This design comes from an exercise in tuning for small area and a short achievable clock period on the open sky130 flow, not from production work.
Where RTL was checked, it was by simulation tests only, not by an equivalence proof against the original.
Power figures rest on the tool's default switching activity, not on a simulated workload.

==> 04-22: inputs <==
Design top_riscv_core, start of the top module:
module top_riscv_core
#(
  parameter ADDR_WIDTH = 8,
  parameter ADDR_NUM = 256
)
(
    input clk,
    input rst_n,
    input boot_up,
    output valid,
    output [ADDR_WIDTH-1:0] imem_addr,
    input  [32-1 :0] imem_rdata,
    output [ADDR_WIDTH-1:0] dmem_addr,
    output dmem_re,
    output dmem_we,
    output [3:0] dmem_wmask,
    output [32-1 :0] dmem_wdata,
    input  [32-1 :0] dmem_rdata,
    output rf_we,
    output [5-1 :0] rf_waddr,
    output [32-1 :0] rf_wdata
);
export LEC_CHECK = 0
export CAP_MARGIN = 20
export CORE_MARGIN = 2
export CORE_UTILIZATION = 60
export SLEW_MARGIN = 20
export SYNTH_HIERARCHICAL = 1
export SYNTH_MINIMUM_KEEP_SIZE = 0
create_clock -name core_clock -period 11.0 [get_ports {clk}]
standard.sh (not shown) runs the stock make flow with config.mk's settings and CLKGATE_MAP_FILE= SYNTH_SCRIPT=/design/flow/synth_recipe.tcl, a recipe that flattens the netlist after the stock synthesis.
==> flow/flow/run.sh <==
#!/bin/bash
# Standard layout (the standard.sh: standard synthesis, floorplan, place,
# CTS, route, finish) with these changes made through ORFS's own variables:
#  - CTS builds the tree from clkbuf_8 (clusters of at most 12 sinks within
#    50 um) with a clkbuf_16 root and no dummy loads;
#  - the port buffers are buf_4 (resizable) instead of the default delay cell;
#  - after global routing, flow/post_grt.tcl downsizes logic cells where that
#    keeps the worst setup slack (area recovery), and reroutes their nets.
set -euo pipefail
here="$(cd "$(dirname "${BASH_SOURCE[0]}")" && pwd)"
export SETUP_SLACK_MARGIN=7.25
export CTS_ARGS="-sink_clustering_enable -repair_clock_nets -buf_list sky130_fd_sc_hd__clkbuf_8 -root_buf sky130_fd_sc_hd__clkbuf_16 -dont_use_dummy_load -sink_clustering_size 12 -sink_clustering_max_diameter 50"
export BUFFER_PORTS_ARGS="-buffer_cell sky130_fd_sc_hd__buf_4"
export POST_GLOBAL_ROUTE_TCL="$here/post_grt.tcl"
bash standard.sh > orfs_make.log 2>&1
==> flow/flow/downsize.tcl <==
# Area recovery: logic cells (not on a clock net) are swapped for the smallest
# cell of their family (same name but the drive suffix), in batches in order
# of decreasing slack. After each batch the parasitics are estimated again; a
# batch is kept only if the worst setup slack stays at or above the target and
# no new max-slew or max-capacitance violation appears, else it is split in
# halves and tried again. Narrower cells keep placement legal.
proc ds_smallest { lib name dont } {
  if {![regexp {^(.*)_([0-9]+)$} $name -> base drv]} { return "" }
  set best ""
  set bd $drv
  foreach m [$lib getMasters] {
    set n [$m getName]
    if {[regexp "^${base}_(\[0-9\]+)\$" $n -> d] && $d < $bd && [lsearch -exact $dont $n] < 0} {
      set best $n
      set bd $d
    }
  }
  return $best
}

proc ds_check { target est } {
  estimate_parasitics $est
  set ws [expr {[sta::worst_slack_cmd max] * 1e9}]
  set sv [sta::max_slew_violation_count]
  set cv [sta::max_capacitance_violation_count]
  return [list $ws $sv $cv]
}

proc ds_try { items target est base_sv base_cv } {
  if {[clock seconds] > $::ds_deadline} { return 0 }
  # items: list of {inst old new}
  foreach it $items { replace_cell [lindex $it 0] [lindex $it 2] }
  lassign [ds_check $target $est] ws sv cv
  if {$ws >= $target && $sv <= $base_sv && $cv <= $base_cv} {
    return [llength $items]
  }
  foreach it $items { replace_cell [lindex $it 0] [lindex $it 1] }
  if {[llength $items] <= $::ds_min_batch} { return 0 }
  set h [expr {[llength $items] / 2}]
  set n [ds_try [lrange $items 0 [expr {$h - 1}]] $target $est $base_sv $base_cv]
  incr n [ds_try [lrange $items $h end] $target $est $base_sv $base_cv]
  return $n
}

proc ds_run { target est {batch 128} {delta 0.2} {budget 300} {min_batch 4} } {
  set ::ds_deadline [expr {[clock seconds] + $budget}]
  set ::ds_min_batch $min_batch
  set block [ord::get_db_block]
  set dont {}
  if {[info exists ::env(DONT_USE_CELLS)]} { set dont $::env(DONT_USE_CELLS) }
  lassign [ds_check $target $est] ws0 base_sv base_cv
  set cands {}
  foreach inst [$block getInsts] {
    set m [$inst getMaster]
    if {[$m getType] ne "CORE"} { continue }
    set n [$m getName]
    if {[regexp {clkbuf|clkinv|clkdly|tapvpwr|fill|decap|conb|dlygate|dlymetal|__buf_|__inv_|__bufinv} $n]} { continue }
    set onclk 0
    foreach it [$inst getITerms] {
      set net [$it getNet]
      if {$net ne "NULL" && [$net getSigType] eq "CLOCK"} { set onclk 1 }
    }
    if {$onclk} { continue }
    set new [ds_smallest [$m getLib] $n $dont]
    if {$new eq ""} { continue }
    set iname [$inst getName]
    set sl 1e9
    foreach p [get_pins -of_objects [get_cells $iname] -filter "direction==output"] {
      set s [get_property $p slack_max]
      if {$s ne "" && $s < $sl} { set sl $s }
    }
    if {$sl < $target + $delta} { continue }
    lappend cands [list $sl $iname $n $new]
  }
  set cands [lsort -real -index 0 -decreasing $cands]
  set a0 [rsz::design_area]
  set nch 0
  for {set i 0} {$i < [llength $cands]} {incr i $batch} {
    set items {}
    foreach c [lrange $cands $i [expr {$i + $batch - 1}]] {
      lappend items [lrange $c 1 3]
    }
    incr nch [ds_try $items $target $est $base_sv $base_cv]
  }
  lassign [ds_check $target $est] ws1 sv1 cv1
  puts [format "downsize: %d of %d cells swapped, area %.0f -> %.0f, worst slack %.3f -> %.3f, slew/cap violations %d/%d -> %d/%d" \
    $nch [llength $cands] [expr {$a0*1e12}] [expr {[rsz::design_area]*1e12}] $ws0 $ws1 $base_sv $base_cv $sv1 $cv1]
}
==> flow/flow/post_grt.tcl <==
# Hook run by ORFS at the end of global routing (POST_GLOBAL_ROUTE_TCL):
# area recovery with global-route parasitics that keeps the worst setup slack
# the timing repair reached (see downsize.tcl), then the changed nets are
# routed again.
source [file join [file dirname [info script]] downsize.tcl]
estimate_parasitics -global_routing
set ws_now [expr {[sta::worst_slack_cmd max] * 1e9}]
set tgt [expr {min($ws_now, $::env(SETUP_SLACK_MARGIN))}]
global_route -start_incremental
ds_run $tgt -global_routing 64 0.0 420 2
global_route -end_incremental
estimate_parasitics -global_routing
write_guides $::env(RESULTS_DIR)/route.guide
==> 01-02 (differences from 04-22) <==
--- a/flow/design.v
+++ b/flow/design.v
@@ -44,16 +44,17 @@
     reg        a_add, a_sub, a_xor, a_or, a_and, a_sll, a_srl, a_sra, a_slt, a_sltu;
     reg        exR, exI, exL, exS, exB, exJ, exJR, exX, wen_ex;
     reg [4:0]  rd_ex, rs2_ex;
     reg        nb_ex, w_ex;
     reg [31:0] res_m, aux_m;
     reg        mR, mI, mL, mS, mJ, mJR, wen_m;
     reg [4:0]  rd_m;
     reg        nb_m, w_m;
+    reg        mb_m, mh_m, mw_m;    
     reg [31:0] res_rb;
     reg        rbL, rbR, rbI, rbJ, wen_rb;
     reg [4:0]  rd_rb;
     reg [31:0] gpr [1:31];
     always @(posedge clk) begin
         running <= rst_n & (running | (loaded & ~boot_up));
         loaded  <= rst_n & ~running & boot_up;
     end
@@ -230,43 +231,49 @@
         mL    <= exL;
         mS    <= exS;
         mJ    <= exJ;
         mJR   <= exJR;
         wen_m <= wen_ex;
         rd_m  <= rd_ex;
         nb_m  <= nb_ex;
         w_m   <= w_ex;
+        mb_m  <= ~nb_ex;
+        mh_m  <= nb_ex & ~w_ex;
+        mw_m  <= w_ex;
     end
-    wire byte_m = ~nb_m;
-    wire sx = byte_m ? dmem_rdata[7] : dmem_rdata[15];
-    assign mem_data = {w_m ? dmem_rdata[31:16] : {16{sx}},
-                       byte_m ? {8{dmem_rdata[7]}} : dmem_rdata[15:8],
+    assign mem_data = {({16{mw_m}} & dmem_rdata[31:16]) | {16{mb_m & dmem_rdata[7]}} |
+                       {16{mh_m & dmem_rdata[15]}},
+                       ({8{~mb_m}} & dmem_rdata[15:8]) | {8{mb_m & dmem_rdata[7]}},
                        dmem_rdata[7:0]};
     assign dmem_addr  = res_m[ADDR_WIDTH+1:2];
     assign dmem_re    = mL;
     assign dmem_we    = mS;
     assign dmem_wmask = {w_m, w_m, nb_m, 1'b1};
     assign dmem_wdata = aux_m;
-    wire [31:0] res_rb_n = mL ? mem_data : mJR ? aux_m : res_m;
+    reg rst_q;
+    always @(posedge clk) rst_q <= rst_n;
+    wire wsel_m = rst_q & mL;
+    wire wsel_j = rst_q & ~mL & mJR;
+    wire wsel_r = rst_q & ~mL & ~mJR;
+    wire [31:0] res_rb_n = ({32{wsel_m}} & mem_data) | ({32{wsel_j}} & aux_m) |
+                           ({32{wsel_r}} & res_m);
     always @(posedge clk) begin
         res_rb <= res_rb_n;
         rbL    <= mL;
         rbR    <= mR;
         rbI    <= mI;
         rbJ    <= mJ;
         wen_rb <= wen_m;
         rd_rb  <= rd_m;
     end
     assign rf_we    = wen_rb;
     assign rf_waddr = rd_rb;
     assign rf_wdata = res_rb;
-    reg rst_q;
-    always @(posedge clk) rst_q <= rst_n;
-    wire [31:0] wd = rst_q ? res_rb_n : 32'd0;
+    wire [31:0] wd = res_rb_n;
     integer i;
     always @(posedge clk) begin
         for (i = 1; i < 32; i = i + 1)
             if (~rst_q | (wen_m & (rd_m == i))) gpr[i] <= wd;
     end
     wire [31:0] ir_n = stall ? ir : imem_rdata;
     wire [31:1] fs1, fs2;
     wire [31:0] frd1, frd2;
@@ -277,21 +284,21 @@
             assign fs2[gi] = (imem_rdata[24:20] == gi);
         end
         for (gb = 0; gb < 32; gb = gb + 1) begin : g_col
             wire [31:1] col;
             for (gi = 1; gi < 32; gi = gi + 1) begin : g_bit
                 assign col[gi] = gpr[gi][gb];
             end
             wire [3:0] p1, p2;
-            rd8_m u_r1a (.s({fs1[7:1], 1'b0}), .d({col[7:1], 1'b0}), .o(p1[0]));
+            rd7_m u_r1a (.s(fs1[7:1]), .d(col[7:1]), .o(p1[0]));
             rd8_m u_r1b (.s(fs1[15:8]), .d(col[15:8]), .o(p1[1]));
             rd8_m u_r1c (.s(fs1[23:16]), .d(col[23:16]), .o(p1[2]));
             rd8_m u_r1d (.s(fs1[31:24]), .d(col[31:24]), .o(p1[3]));
-            rd8_m u_r2a (.s({fs2[7:1], 1'b0}), .d({col[7:1], 1'b0}), .o(p2[0]));
+            rd7_m u_r2a (.s(fs2[7:1]), .d(col[7:1]), .o(p2[0]));
             rd8_m u_r2b (.s(fs2[15:8]), .d(col[15:8]), .o(p2[1]));
             rd8_m u_r2c (.s(fs2[23:16]), .d(col[23:16]), .o(p2[2]));
             rd8_m u_r2d (.s(fs2[31:24]), .d(col[31:24]), .o(p2[3]));
             assign frd1[gb] = |p1;
             assign frd2[gb] = |p2;
         end
     endgenerate
     wire [4:0] rs1N = ir_n[19:15];
@@ -366,16 +373,23 @@
         tsel_j <= ir_n[2] & ir_n[3];
         tsel_u <= ir_n[2] & ~ir_n[3];
         tsel_b <= ~ir_n[2];
         pcid  <= pc;
         rd1_q <= ~stall ? frd1 : wbs1 ? res_rb : rd1_q;
         rd2_q <= ~stall ? frd2 : wbs2 ? res_rb : rd2_q;
     end
 endmodule
+module rd7_m (
+    input  [6:0] s,
+    input  [6:0] d,
+    output       o
+);
+    assign o = |(s & d);
+endmodule
 module rd8_m (
     input  [7:0] s,
     input  [7:0] d,
     output       o
 );
     assign o = |(s & d);
 endmodule
 module eq_sum (
==> flow/flow/run.sh (replaced) <==
#!/bin/bash
set -euo pipefail
export SETUP_SLACK_MARGIN=7.25
export CTS_ARGS="-sink_clustering_enable -repair_clock_nets -buf_list sky130_fd_sc_hd__clkbuf_8 -root_buf sky130_fd_sc_hd__clkbuf_16 -dont_use_dummy_load -sink_clustering_size 12 -sink_clustering_max_diameter 50"
export BUFFER_PORTS_ARGS="-buffer_cell sky130_fd_sc_hd__buf_4"
bash standard.sh > orfs_make.log 2>&1
removed: flow/flow/downsize.tcl
removed: flow/flow/post_grt.tcl
==> results.toml <==
[finish]
design.seq.count = 1429
drive_gt1_share_pct = 16.36

[pwr]
leakagePower_nw = 29.66
pwr-share-comb_pct = 24.9
finalPower_w = 0.01466

[run_status]
outcome = "finished clean"

[detailed_routing]
vias_per_cell = 7.369
wl_met1_um = 105700

[clock_network]
cts-buffers-inserted = 157
(the above is from 04-22)
==> results.toml <==
[pwr]
pwr-share-comb_pct = 26.0
pwr-share-seq_pct = 53.0
finalPower_w = 0.01488
leakagePower_nw = 29.17

[run_status]
outcome = "finished clean"

[finish]
drive_gt1_share_pct = 20.70
fin_cells = 8572
fin_util_pct = 69.22
postLayoutCellArea_um2 = 84250

[timing]
setup_violations = 0

[clock_network]
cts-buffers-inserted = 160
(the above is from 01-02)
For 01-02, only the layout was checked, not whether the RTL still works.

## afterwards: timing with drivers on the ports
How much do the figures lean on ideal ports? The routed layouts below were timed once more, with nothing changed but the port constraints. Step 1 sets driving cells, clkbuf_16 on the clock port and buf_2 on the other inputs (assumed; they add their load-dependent delay and slew). Step 2 moves the port delays by t, midway between the first and last clock arrival at a register: inputs arrive t later, outputs are due t later. That takes back most of the time a late clock gives input paths. Three values: ideal, step 1, step 2; two values: the first two.
run	shift t [ns]	slack for setup (ns)	hold WS [ns]	worst register clock-pin slew, ns
04-22	0.826	7.016 / 7.046 / 6.221	0.333 / 0.333 / 0.333	0.09 / 0.09
01-02	0.836	7.065 / 7.065 / 6.362	0.316 / 0.316 / 0.316	0.09 / 0.09
After both steps setup and hold are still met in every run listed. The setup slack of 04-22, which loses most, moves by +0.030 ns with the drivers and by -0.795 ns with both steps.
